What follows belongs to an exercise in optimizing a design on an open flow for small area; a production flow would make more cautious choices. The RTL was checked by simulation tests, not by an equivalence proof against the original design. The flow treats the clock pin as an ideal source. Dropping or thinning the clock tree relies on that and would not hold on a real chip. Power figures rest on the tool's default switching activity, not on a simulated workload.

job 1180:
==> flow/design.v <==
module hc_sr042 #(
    parameter [21:0] S0   = 22'h337507,
    parameter [21:0] S1   = 22'h26ea0e,
    parameter [21:0] S601 = 22'h2431c5,
    parameter [21:0] STM2 = 22'h1cdd41
) (
    input            clk,
    input            rst_n,
    input            echo2,
    output reg       trig2,
    output reg       last,       
    output reg [8:0] dis
);
    reg [21:0] s;
    reg [23:0] acc;
    always @(posedge clk or negedge rst_n)
        if (!rst_n) s <= S0;
        else        s <= {s[20:0], s[21] ^ s[20] ^ last};
    always @(posedge clk or negedge rst_n)
        if (!rst_n) begin
            last  <= 1'b0;
            trig2 <= 1'b0;
        end else begin
            last  <= (s == STM2);
            trig2 <= (s == S1) | (trig2 & (s != S601));
        end
    wire [24:0] cy;
    wire [23:0] sum;
    assign sum[0] = acc[0] ^ echo2;
    assign cy[1]  = acc[0] & echo2;
    assign sum[1] = acc[1] ^ echo2 ^ cy[1];
    assign cy[2]  = (acc[1] & echo2) | (cy[1] & (acc[1] ^ echo2));
    assign sum[2] = acc[2] ^ cy[2];
    assign cy[3]  = acc[2] & cy[2];
    assign sum[3] = acc[3] ^ echo2 ^ cy[3];
    assign cy[4]  = (acc[3] & echo2) | (cy[3] & (acc[3] ^ echo2));
    genvar i;
    generate for (i = 4; i < 24; i = i + 1) begin : inc
        assign sum[i]  = acc[i] ^ cy[i];
        assign cy[i+1] = acc[i] & cy[i];
    end endgenerate
    always @(posedge clk or negedge rst_n)
        if (!rst_n)              acc <= 24'd0;
        else if (!echo2 && last) acc <= 24'd0;
        else                     acc <= sum;
    wire [8:0] d    = acc[23:15];
    wire       ge   = d[8] & d[7] & (d[6] | d[5] | d[4]);    
    wire [8:0] fold = ge ? {2'b00, d[6:4] - 3'd1, d[3:0]} : d;
    always @(posedge clk or negedge rst_n)
        if (!rst_n)           dis <= 9'd0;
        else if (s == STM2)   dis <= fold;
endmodule
module bcd2(
    input  clk,
    input  rst_n,
    output phase_end
);
    reg [4:0] p;
    assign phase_end = (p == 5'b10110);
    always @(posedge clk or negedge rst_n)
        if (!rst_n) p <= 5'b01101;
        else        p <= {p[3:0], p[4] ^ p[2] ^ phase_end};
endmodule
module smg2(
    input            clk,
    input            rst_n,
    input      [8:0] dis,
    input            load,
    output reg [8:0] disp,
    output reg       led0
);
    always @(posedge clk or negedge rst_n)
        if (!rst_n)    disp <= 9'd0;
        else if (load) disp <= dis;
    always @(posedge clk or negedge rst_n)
        if (!rst_n) led0 <= 1'b0;
        else        led0 <= (disp <= 9'd40);
endmodule
module top2(
    input        clk,
    input        rst_n,
    input        echo2,
    output       trig2,
    output       led0,
    output [9:0] hz
);
    wire       last, phase_end;
    wire [8:0] dis;
    wire [8:0] disp;
    reg        wait1, wait2;
    hc_sr042 HC_SR04_inst(
        .clk(clk), .rst_n(rst_n), .echo2(echo2),
        .trig2(trig2), .last(last), .dis(dis));
    bcd2 bin_bcd_inst(
        .clk(clk), .rst_n(rst_n), .phase_end(phase_end));
    always @(posedge clk or negedge rst_n)
        if (!rst_n) begin
            wait1 <= 1'b0;
            wait2 <= 1'b0;
        end else begin
            if (last)           wait1 <= 1'b1;
            else if (phase_end) wait1 <= 1'b0;
            if (phase_end)      wait2 <= wait1;
        end
    smg2 x7seg_msg_inst(
        .clk(clk), .rst_n(rst_n), .dis(dis), .load(phase_end & wait2),
        .disp(disp), .led0(led0));
    assign hz = {1'b0, disp};
endmodule
==> flow/config.mk <==
export PLATFORM = sky130hd
export DESIGN_NAME = top2
export DESIGN_NICKNAME = top2
export VERILOG_FILES = /design/flow/design.v
export SDC_FILE = /design/flow/constraint.sdc
export NUM_CORES = 4
export LEC_CHECK = 0
export CAP_MARGIN = 20
export CORE_MARGIN = 2
export CORE_UTILIZATION = 65
export SLEW_MARGIN = 20
==> flow/constraint.sdc <==
create_clock -name core_clock -period 10.0 [get_ports {clk}]
set_input_delay 2.0000 -clock core_clock [delete_from_list [all_inputs] [get_ports {clk}]]
set_output_delay 2.0000 -clock core_clock [all_outputs]
set_load 0.01 [all_outputs]
standard.sh (not shown) runs the stock make flow with config.mk's settings and CLKGATE_MAP_FILE= SYNTH_SCRIPT=/design/flow/synth_recipe.tcl, a recipe that flattens the netlist after the stock synthesis.
==> flow/flow/run.sh <==
#!/bin/bash
# Standard ORFS layout with: combinational cells downsized after synthesis
# (the flow's repair sizes up what timing needs), synthesis buffers removed,
# minimum-size port buffers, and a single clock buffer in place of the CTS
# H-tree. Logs: standard.log here and ORFS's per-step logs under orfs/logs.
set -uo pipefail
F=$(pwd)/flow
bash standard.sh \
  "PRE_FLOORPLAN_TCL=$F/pre_floorplan.tcl" \
  REMOVE_ABC_BUFFERS=1 \
  "BUFFER_PORTS_ARGS=-buffer_cell sky130_fd_sc_hd__buf_1" \
  "PRE_CTS_TCL=$F/pre_cts.tcl" \
  CLK_LEAF_BUF=${CLK_LEAF_BUF:-sky130_fd_sc_hd__clkbuf_8} CLK_NCLUSTERS=${CLK_NCLUSTERS:-4} \
  finish > standard.log 2>&1
Other scripts of this flow, unchanged in this note and not shown: flow/flow/pre_cts.tcl, flow/flow/pre_floorplan.tcl
> inputs changed (job 1180 -> job 3730)
Settings: CORE_UTILIZATION now 40, was 65.
Cell area was lower in job 1180 than in job 3730.
Summary of job 3730 over job 1180: minimum clock period grew by 0.0031 ns, met2 global-route usage lower, global-route usage saw a decrease, sum of routed wire length over all layers has increased.
Compared with job 1180, in job 3730 worst slew margin relative to its limit decreased 0.52 points; filler cell count increased 329.
The following lists how job 797 was set up differently from job 3730:
Settings: CORE_UTILIZATION: 40 -> 65.
--- a/flow/flow/run.sh
+++ b/flow/flow/run.sh
@@ -4 +4 @@
-# minimum-size port buffers, and a single clock buffer in place of the CTS
+# minimum-size port buffers, and a few clock buffers (flow/pre_cts.tcl) in place of the CTS
Results
- Diff job 3730 -> job 797: placement row count has decreased, worst setup slack has increased, power per cell area has increased.
No run of this note takes its clock network from TritonCTS; it comes from the design's own scripts or RTL.

-- what the ideal ports hide --
No port has a modelled driver above. Below, the same layouts with a new extraction and two added sets of constraints.
Step 1 (the two cells are an assumption about what drives the block):
set clk [get_ports {clk}]
set_driving_cell -lib_cell sky130_fd_sc_hd__clkbuf_16 $clk
set_driving_cell -lib_cell sky130_fd_sc_hd__buf_2 [delete_from_list [all_inputs] $clk]
Step 2 also shifts input and output timing later by t, the mid clock arrival at the registers, as if the neighbouring blocks saw the same clock.
Three values: ideal ports, drivers, drivers and shift; two values: the first two.
| run | shift t [ns] | setup slack, ns | worst register clock-pin slew, ns |
|---|---|---|---|
| job 1180 | 0.210 | 3.039 / 3.073 / 2.863 | 0.10 / 0.10 |
| job 3730 | 0.217 | 3.036 / 3.074 / 2.857 | 0.11 / 0.11 |
| job 797 | 0.210 | 3.039 / 3.073 / 2.863 | 0.10 / 0.10 |
After both steps every run listed still meets setup and hold. For job 3730, which loses most, drivers alone change the setup slack by +0.038 ns; drivers and shift together by -0.179 ns.
